Context: an optimization exercise on an open-source flow, tuned for small area and a short achievable clock period. The choices shown serve that exercise and are no tape-out recipe.
Only simulation tests tie the RTL to the original design; equivalence was not proved.
Power is estimated from default activity; no workload was simulated.

==> inputs of run D <==
==> flow/design.v <==
module timer_top(
input        sys_clk    ,
input        sys_rst_n  ,
input        tim_psel   ,
input        tim_pwrite ,
input        tim_penable,
input [11:0] tim_paddr  ,
input [31:0] tim_pwdata ,
input [3:0]  tim_pstrb  ,
input        dbg_mode   ,
output       tim_int    ,
output [31:0] tim_prdata,
output       tim_pready ,
output       tim_pslverr
);
wire [31:0] wd = tim_pwdata;
wire [3:0]  ps = tim_pstrb;
genvar gi;
reg pen_q;
always @(posedge sys_clk or negedge sys_rst_n)
    if (!sys_rst_n) pen_q <= 1'b0;
    else            pen_q <= tim_penable;
assign tim_pready = tim_penable & pen_q;
wire wr = tim_psel & tim_penable & tim_pwrite;
wire a_ok = (tim_paddr[11:5] == 7'd0) & (tim_paddr[1:0] == 2'd0);
wire [2:0] a_idx = tim_paddr[4:2];
reg r_tcr, r_tdr0, r_tdr1, r_tcmp0, r_tcmp1, r_tier, r_tisr, r_thcsr;
always @(posedge sys_clk) begin
    r_tcr   <= a_ok & (a_idx == 3'd0);
    r_tdr0  <= a_ok & (a_idx == 3'd1);
    r_tdr1  <= a_ok & (a_idx == 3'd2);
    r_tcmp0 <= a_ok & (a_idx == 3'd3);
    r_tcmp1 <= a_ok & (a_idx == 3'd4);
    r_tier  <= a_ok & (a_idx == 3'd5);
    r_tisr  <= a_ok & (a_idx == 3'd6);
    r_thcsr <= a_ok & (a_idx == 3'd7);
end
wire s_tcr   = r_tcr;
wire s_tdr0  = r_tdr0;
wire s_tdr1  = r_tdr1;
wire s_tcmp0 = r_tcmp0;
wire s_tcmp1 = r_tcmp1;
wire s_tier  = r_tier;
wire s_tisr  = r_tisr;
wire s_thcsr = r_thcsr;
reg       timer_en, div_en;
reg [3:0] div_val;
wire w_tcr = wr & s_tcr;
wire err_c = timer_en ? ((ps[0] & (wd[1] != div_en)) |
                         (ps[1] & (wd[11:8] != div_val)))
                      : (ps[1] & wd[11] & (wd[10] | wd[9] | wd[8]));
wire tcr_ok = w_tcr & ~err_c;
wire tcr_l0 = tcr_ok & ps[0];
wire tcr_l1 = tcr_ok & ps[1];
wire clr    = tcr_l0 & timer_en & ~wd[0];
wire       timer_en_d = tcr_l0 ? wd[0]    : timer_en;
wire       div_en_d   = tcr_l0 ? wd[1]    : div_en;
wire [3:0] div_val_d  = tcr_l1 ? wd[11:8] : div_val;
always @(posedge sys_clk or negedge sys_rst_n)
    if (!sys_rst_n) begin
        timer_en <= 1'b0;
        div_en   <= 1'b0;
        div_val  <= 4'd1;
    end else begin
        timer_en <= timer_en_d;
        div_en   <= div_en_d;
        div_val  <= div_val_d;
    end
reg err_q;
always @(posedge sys_clk)
    err_q <= w_tcr & err_c;
assign tim_pslverr = err_q;
reg halt_req, halt_ack;
wire halt = halt_req & dbg_mode;
always @(posedge sys_clk or negedge sys_rst_n)
    if (!sys_rst_n) begin
        halt_req <= 1'b0;
        halt_ack <= 1'b0;
    end else begin
        if (wr & s_thcsr & ps[0]) halt_req <= wd[0];
        halt_ack <= halt;
    end
reg [7:0] pre;
reg       go;
wire [7:0] mask;
generate for (gi = 0; gi < 8; gi = gi + 1) begin : g_mask
    assign mask[gi] = div_val > gi;
end endgenerate
wire [7:0] pre_d = !(timer_en & div_en) ? 8'd0 :
                   halt                 ? pre  : pre + 8'd1;
wire go_d = timer_en ? timer_en_d & (~div_en | &(pre_d | ~mask))
                     : timer_en_d & (~div_en_d | (div_val_d == 4'd0));
always @(posedge sys_clk or negedge sys_rst_n)
    if (!sys_rst_n) begin
        pre <= 8'd0;
        go  <= 1'b0;
    end else begin
        pre <= pre_d;
        go  <= go_d;
    end
wire cnt_en = go & ~halt;
reg  [63:0] cnt;
wire ld_lo = wr & s_tdr0;
wire ld_hi = wr & s_tdr1;
wire en_lo = cnt_en & ~ld_lo;
wire en_hi = cnt_en & ~ld_hi;
wire [3:0]  bl_lo = ({4{ld_lo}} & ps) | {4{clr}};
wire [3:0]  bl_hi = ({4{ld_hi}} & ps) | {4{clr}};
wire [31:0] wdx   = wd & {32{~clr}};
wire [64:0] pf;
assign pf[0] = 1'b1;
generate for (gi = 1; gi <= 64; gi = gi + 1) begin : g_pf
    assign pf[gi] = &cnt[gi-1:0];
end endgenerate
wire [63:0] cnt_d;
generate for (gi = 0; gi < 64; gi = gi + 1) begin : g_cnt
    wire bl = (gi < 32) ? bl_lo[(gi % 32) / 8] : bl_hi[(gi % 32) / 8];
    wire en = (gi < 32) ? en_lo : en_hi;
    assign cnt_d[gi] = bl ? wdx[gi % 32] : cnt[gi] ^ (en & pf[gi]);
end endgenerate
always @(posedge sys_clk or negedge sys_rst_n)
    if (!sys_rst_n) cnt <= 64'd0;
    else            cnt <= cnt_d;
reg [31:0] tcmp0, tcmp1;
generate for (gi = 0; gi < 4; gi = gi + 1) begin : g_tcmp
    always @(posedge sys_clk or negedge sys_rst_n)
        if (!sys_rst_n) begin
            tcmp0[gi*8 +: 8] <= 8'hff;
            tcmp1[gi*8 +: 8] <= 8'hff;
        end else begin
            if (wr & s_tcmp0 & ps[gi]) tcmp0[gi*8 +: 8] <= wd[gi*8 +: 8];
            if (wr & s_tcmp1 & ps[gi]) tcmp1[gi*8 +: 8] <= wd[gi*8 +: 8];
        end
end endgenerate
reg int_en, int_st;
wire match = (cnt == {tcmp1, tcmp0});
always @(posedge sys_clk or negedge sys_rst_n)
    if (!sys_rst_n) begin
        int_en <= 1'b0;
        int_st <= 1'b0;
    end else begin
        if (wr & s_tier & ps[0]) int_en <= wd[0];
        if (wr & s_tisr & ps[0] & wd[0] & int_st) int_st <= 1'b0;
        else if (match)                           int_st <= 1'b1;
    end
assign tim_int = int_en & int_st;
assign tim_prdata = ({32{r_tdr0}}  & cnt[31:0])  |
                    ({32{r_tdr1}}  & cnt[63:32]) |
                    ({32{r_tcmp0}} & tcmp0)      |
                    ({32{r_tcmp1}} & tcmp1)      |
                    ({32{r_tcr}}   & {20'd0, div_val, 6'd0, div_en, timer_en}) |
                    ({32{r_tier}}  & {31'd0, int_en}) |
                    ({32{r_tisr}}  & {31'd0, int_st}) |
                    ({32{r_thcsr}} & {30'd0, halt_ack, halt_req});
endmodule
==> flow/flow/run.sh <==
#!/bin/bash
# The standard layout (standard.sh), with these changes:
# - buffer_ports gives each port a sky130_fd_sc_hd__buf_1 (repair_timing
#   resizes it where timing needs more) instead of the delay cell it picks
#   by itself;
# - the clock tree is built from clkbuf_8 without dummy loads;
# - the wide OR/NOR cells (or3*, or4*, nor4*) and a222oi_1, a2111oi*,
#   o2111ai* are added to the platform's don't-use list, so that synthesis
#   and repair build faster logic from smaller gates. The registers are the
#   same as in the standard synthesis.
set -euo pipefail
cd "$(dirname "$0")/.."
LIB="$FLOW_HOME/platforms/sky130hd/lib/sky130_fd_sc_hd__tt_025C_1v80.lib"
PLATFORM_DONT_USE=$(sed -n '/DONT_USE_CELLS/,/^#/p' "$FLOW_HOME/platforms/sky130hd/config.mk" | grep -o 'sky130_fd_sc_hd__[a-z0-9_]*' | tr '\n' ' ')
EXTRA_DONT_USE=$(grep -o 'cell ("sky130_fd_sc_hd__\(or4\|nor4\|or3\|a222oi\|a2111oi\|o2111ai\)[a-z0-9_]*' "$LIB" | sed 's/cell ("//' | tr '\n' ' ')
export DONT_USE_CELLS="$PLATFORM_DONT_USE $EXTRA_DONT_USE"
export BUFFER_PORTS_ARGS="-buffer_cell sky130_fd_sc_hd__buf_1"
export CTS_ARGS="-sink_clustering_enable -repair_clock_nets -buf_list sky130_fd_sc_hd__clkbuf_8 -dont_use_dummy_load"
echo "DONT_USE_CELLS=$DONT_USE_CELLS" > dont_use.log
bash standard.sh "DONT_USE_CELLS=$DONT_USE_CELLS" "BUFFER_PORTS_ARGS=$BUFFER_PORTS_ARGS" "CTS_ARGS=$CTS_ARGS" finish > make_finish.log 2>&1
==> flow/standard.sh <==
#!/bin/bash
# synth_recipe.tcl (not shown) runs the flow's synth.tcl, then flattens the netlist and writes it again
# the make line also repeats each setting of config.mk as NAME=value (left out here)
make -C /OpenROAD-flow-scripts/flow DESIGN_CONFIG=/design/flow/config.mk WORK_HOME=/design/flow/orfs CLKGATE_MAP_FILE= SYNTH_SCRIPT=/design/flow/synth_recipe.tcl "${@:-finish}"
==> flow/config.mk <==
export PLATFORM = sky130hd
export DESIGN_NAME = timer_top
export DESIGN_NICKNAME = timer_top
export VERILOG_FILES = /design/flow/design.v
export SDC_FILE = /design/flow/constraint.sdc
export NUM_CORES = 4
export LEC_CHECK = 0
export CAP_MARGIN = 20
export CORE_MARGIN = 2
export CORE_UTILIZATION = 40
export SETUP_SLACK_MARGIN = 2.4
export SLEW_MARGIN = 20
==> flow/constraint.sdc <==
create_clock -name core_clock -period 5.0 [get_ports {sys_clk}]
set_input_delay 1.0000 -clock core_clock [delete_from_list [all_inputs] [get_ports {sys_clk}]]
set_output_delay 1.0000 -clock core_clock [all_outputs]
set_load 0.01 [all_outputs]
==> run F (differences from run D) <==
--- a/flow/design.v
+++ b/flow/design.v
@@ -15,34 +15,26 @@
 );
 wire [31:0] wd = tim_pwdata;
 wire [3:0]  ps = tim_pstrb;
-genvar gi;
 reg pen_q;
 always @(posedge sys_clk or negedge sys_rst_n)
     if (!sys_rst_n) pen_q <= 1'b0;
     else            pen_q <= tim_penable;
 assign tim_pready = tim_penable & pen_q;
 wire wr = tim_psel & tim_penable & tim_pwrite;
-wire a_ok = (tim_paddr[11:5] == 7'd0) & (tim_paddr[1:0] == 2'd0);
-wire [2:0] a_idx = tim_paddr[4:2];
-reg r_tcr, r_tdr0, r_tdr1, r_tcmp0, r_tcmp1, r_tier, r_tisr, r_thcsr;
+reg       a_ok;
+reg [2:0] a_idx;
 always @(posedge sys_clk) begin
-    r_tcr   <= a_ok & (a_idx == 3'd0);
-    r_tdr0  <= a_ok & (a_idx == 3'd1);
-    r_tdr1  <= a_ok & (a_idx == 3'd2);
-    r_tcmp0 <= a_ok & (a_idx == 3'd3);
-    r_tcmp1 <= a_ok & (a_idx == 3'd4);
-    r_tier  <= a_ok & (a_idx == 3'd5);
-    r_tisr  <= a_ok & (a_idx == 3'd6);
-    r_thcsr <= a_ok & (a_idx == 3'd7);
+    a_ok  <= (tim_paddr[11:5] == 7'd0) & (tim_paddr[1:0] == 2'd0);
+    a_idx <= tim_paddr[4:2];
 end
-wire s_tcr   = r_tcr;
-wire s_tdr0  = r_tdr0;
-wire s_tdr1  = r_tdr1;
-wire s_tcmp0 = r_tcmp0;
-wire s_tcmp1 = r_tcmp1;
-wire s_tier  = r_tier;
-wire s_tisr  = r_tisr;
-wire s_thcsr = r_thcsr;
+wire s_tcr   = a_ok & (a_idx == 3'd0);
+wire s_tdr0  = a_ok & (a_idx == 3'd1);
+wire s_tdr1  = a_ok & (a_idx == 3'd2);
+wire s_tcmp0 = a_ok & (a_idx == 3'd3);
+wire s_tcmp1 = a_ok & (a_idx == 3'd4);
+wire s_tier  = a_ok & (a_idx == 3'd5);
+wire s_tisr  = a_ok & (a_idx == 3'd6);
+wire s_thcsr = a_ok & (a_idx == 3'd7);
 reg       timer_en, div_en;
 reg [3:0] div_val;
 wire w_tcr = wr & s_tcr;
@@ -53,18 +45,18 @@
 wire tcr_l0 = tcr_ok & ps[0];
 wire tcr_l1 = tcr_ok & ps[1];
 wire clr    = tcr_l0 & timer_en & ~wd[0];
-wire       timer_en_d = tcr_l0 ? wd[0]    : timer_en;
-wire       div_en_d   = tcr_l0 ? wd[1]    : div_en;
-wire [3:0] div_val_d  = tcr_l1 ? wd[11:8] : div_val;
 always @(posedge sys_clk or negedge sys_rst_n)
     if (!sys_rst_n) begin
         timer_en <= 1'b0;
         div_en   <= 1'b0;
         div_val  <= 4'd1;
     end else begin
-        timer_en <= timer_en_d;
-        div_en   <= div_en_d;
-        div_val  <= div_val_d;
+        if (tcr_l0) begin
+            timer_en <= wd[0];
+            div_en   <= wd[1];
+        end
+        if (tcr_l1)
+            div_val <= wd[11:8];
     end
 reg err_q;
 always @(posedge sys_clk)
@@ -81,24 +73,17 @@
         halt_ack <= halt;
     end
 reg [7:0] pre;
-reg       go;
-wire [7:0] mask;
+wire [7:0] pre_mask;
+genvar gi;
 generate for (gi = 0; gi < 8; gi = gi + 1) begin : g_mask
-    assign mask[gi] = div_val > gi;
+    assign pre_mask[gi] = div_val > gi;
 end endgenerate
-wire [7:0] pre_d = !(timer_en & div_en) ? 8'd0 :
-                   halt                 ? pre  : pre + 8'd1;
-wire go_d = timer_en ? timer_en_d & (~div_en | &(pre_d | ~mask))
-                     : timer_en_d & (~div_en_d | (div_val_d == 4'd0));
+wire tick = &(pre | ~pre_mask);
 always @(posedge sys_clk or negedge sys_rst_n)
-    if (!sys_rst_n) begin
-        pre <= 8'd0;
-        go  <= 1'b0;
-    end else begin
-        pre <= pre_d;
-        go  <= go_d;
-    end
-wire cnt_en = go & ~halt;
+    if (!sys_rst_n)              pre <= 8'd0;
+    else if (!(timer_en & div_en)) pre <= 8'd0;
+    else if (!halt)              pre <= pre + 8'd1;
+wire cnt_en = timer_en & ~halt & (~div_en | tick);
 reg  [63:0] cnt;
 wire ld_lo = wr & s_tdr0;
 wire ld_hi = wr & s_tdr1;
@@ -144,12 +129,12 @@
         else if (match)                           int_st <= 1'b1;
     end
 assign tim_int = int_en & int_st;
-assign tim_prdata = ({32{r_tdr0}}  & cnt[31:0])  |
-                    ({32{r_tdr1}}  & cnt[63:32]) |
-                    ({32{r_tcmp0}} & tcmp0)      |
-                    ({32{r_tcmp1}} & tcmp1)      |
-                    ({32{r_tcr}}   & {20'd0, div_val, 6'd0, div_en, timer_en}) |
-                    ({32{r_tier}}  & {31'd0, int_en}) |
-                    ({32{r_tisr}}  & {31'd0, int_st}) |
-                    ({32{r_thcsr}} & {30'd0, halt_ack, halt_req});
+assign tim_prdata = ({32{s_tdr0}}  & cnt[31:0])  |
+                    ({32{s_tdr1}}  & cnt[63:32]) |
+                    ({32{s_tcmp0}} & tcmp0)      |
+                    ({32{s_tcmp1}} & tcmp1)      |
+                    ({32{s_tcr}}   & {20'd0, div_val, 6'd0, div_en, timer_en}) |
+                    ({32{s_tier}}  & {31'd0, int_en}) |
+                    ({32{s_tisr}}  & {31'd0, int_st}) |
+                    ({32{s_thcsr}} & {30'd0, halt_ack, halt_req});
 endmodule
==> flow/run.sh (new file) <==
#!/bin/bash
# synth_recipe.tcl (not shown) runs the flow's synth.tcl, then flattens the netlist and writes it again
# the make line also repeats each setting of config.mk as NAME=value (left out here)
make -C /OpenROAD-flow-scripts/flow DESIGN_CONFIG=/design/flow/config.mk WORK_HOME=/design/flow/orfs CLKGATE_MAP_FILE= SYNTH_SCRIPT=/design/flow/synth_recipe.tcl finish
--- a/flow/config.mk
+++ b/flow/config.mk
@@ -8,5 +8,5 @@
 export CAP_MARGIN = 20
 export CORE_MARGIN = 2
 export CORE_UTILIZATION = 40
-export SETUP_SLACK_MARGIN = 2.4
+export SETUP_SLACK_MARGIN = 2.6
 export SLEW_MARGIN = 20
removed: flow/flow/run.sh
removed: flow/standard.sh
==> results.txt <==
| quantity | run F | run D |
|---|---|---|
| Floorplan die width | 153 microns | 154 microns |
| Status | no timing/DRC/antenna violations | no timing/DRC/antenna violations |
| Estimated wirelength of the detail-placed design | 21.0 mm | 19.1 mm |
| Setup skew after layout | 0.0106 ns | 0.0408 ns |
| Final sequential cell count | 152 | 157 |
| Internal power of the cells | 2.11 mW | 1.59 mW |
| Simple logic cell fraction of the synthesized area | 20.3% | 15.8% |
| Worst IR drop on VDD | 173 uV | 124 uV |
| Number of multi-input combinational cells in the layout | 718 | 649 |
| Part of the power in registers | 46.5% | 61.3% |
| Share of async-settable or async-resettable flops after synthesis | 96.7% | 94.3% |
| Most used standard cell by instance count after synthesis | sky130_fd_sc_hd__nand2_1 | sky130_fd_sc_hd__xnor2_1 |
| Antenna violations before repair | 0 | 1 |
| Net switching share of the total power | 24.2% | 23.3% |

-- port drivers added, routing unchanged --
No port has a modelled driver above. Below, the same layouts with a new extraction and two added sets of constraints. Step 1 (the two cells are an assumption about what drives the block):
set clk [get_ports {sys_clk}]
set_driving_cell -lib_cell sky130_fd_sc_hd__clkbuf_16 $clk
set_driving_cell -lib_cell sky130_fd_sc_hd__buf_2 [delete_from_list [all_inputs] $clk]
Step 2 also shifts input and output timing later by t, the mid clock arrival at the registers, as if the neighbouring blocks saw the same clock. Three values: no drivers, after step 1, after step 2; two values: the first two.
run	t (ns)	setup WS [ns]	worst hold slack (ns)	worst setup path after step 2	cell pins on the clock port's net
run D	0.490	2.478 / 2.436 / 2.071	0.502 / 0.502 / 0.502	input to register	1
run F	0.482	1.907 / 1.857 / 2.061	0.540 / 0.526 / 0.540	input to register	1
After both steps setup and hold are still met in every run listed. For run D, which loses most, drivers alone change the setup slack by -0.042 ns; drivers and shift together by -0.407 ns.
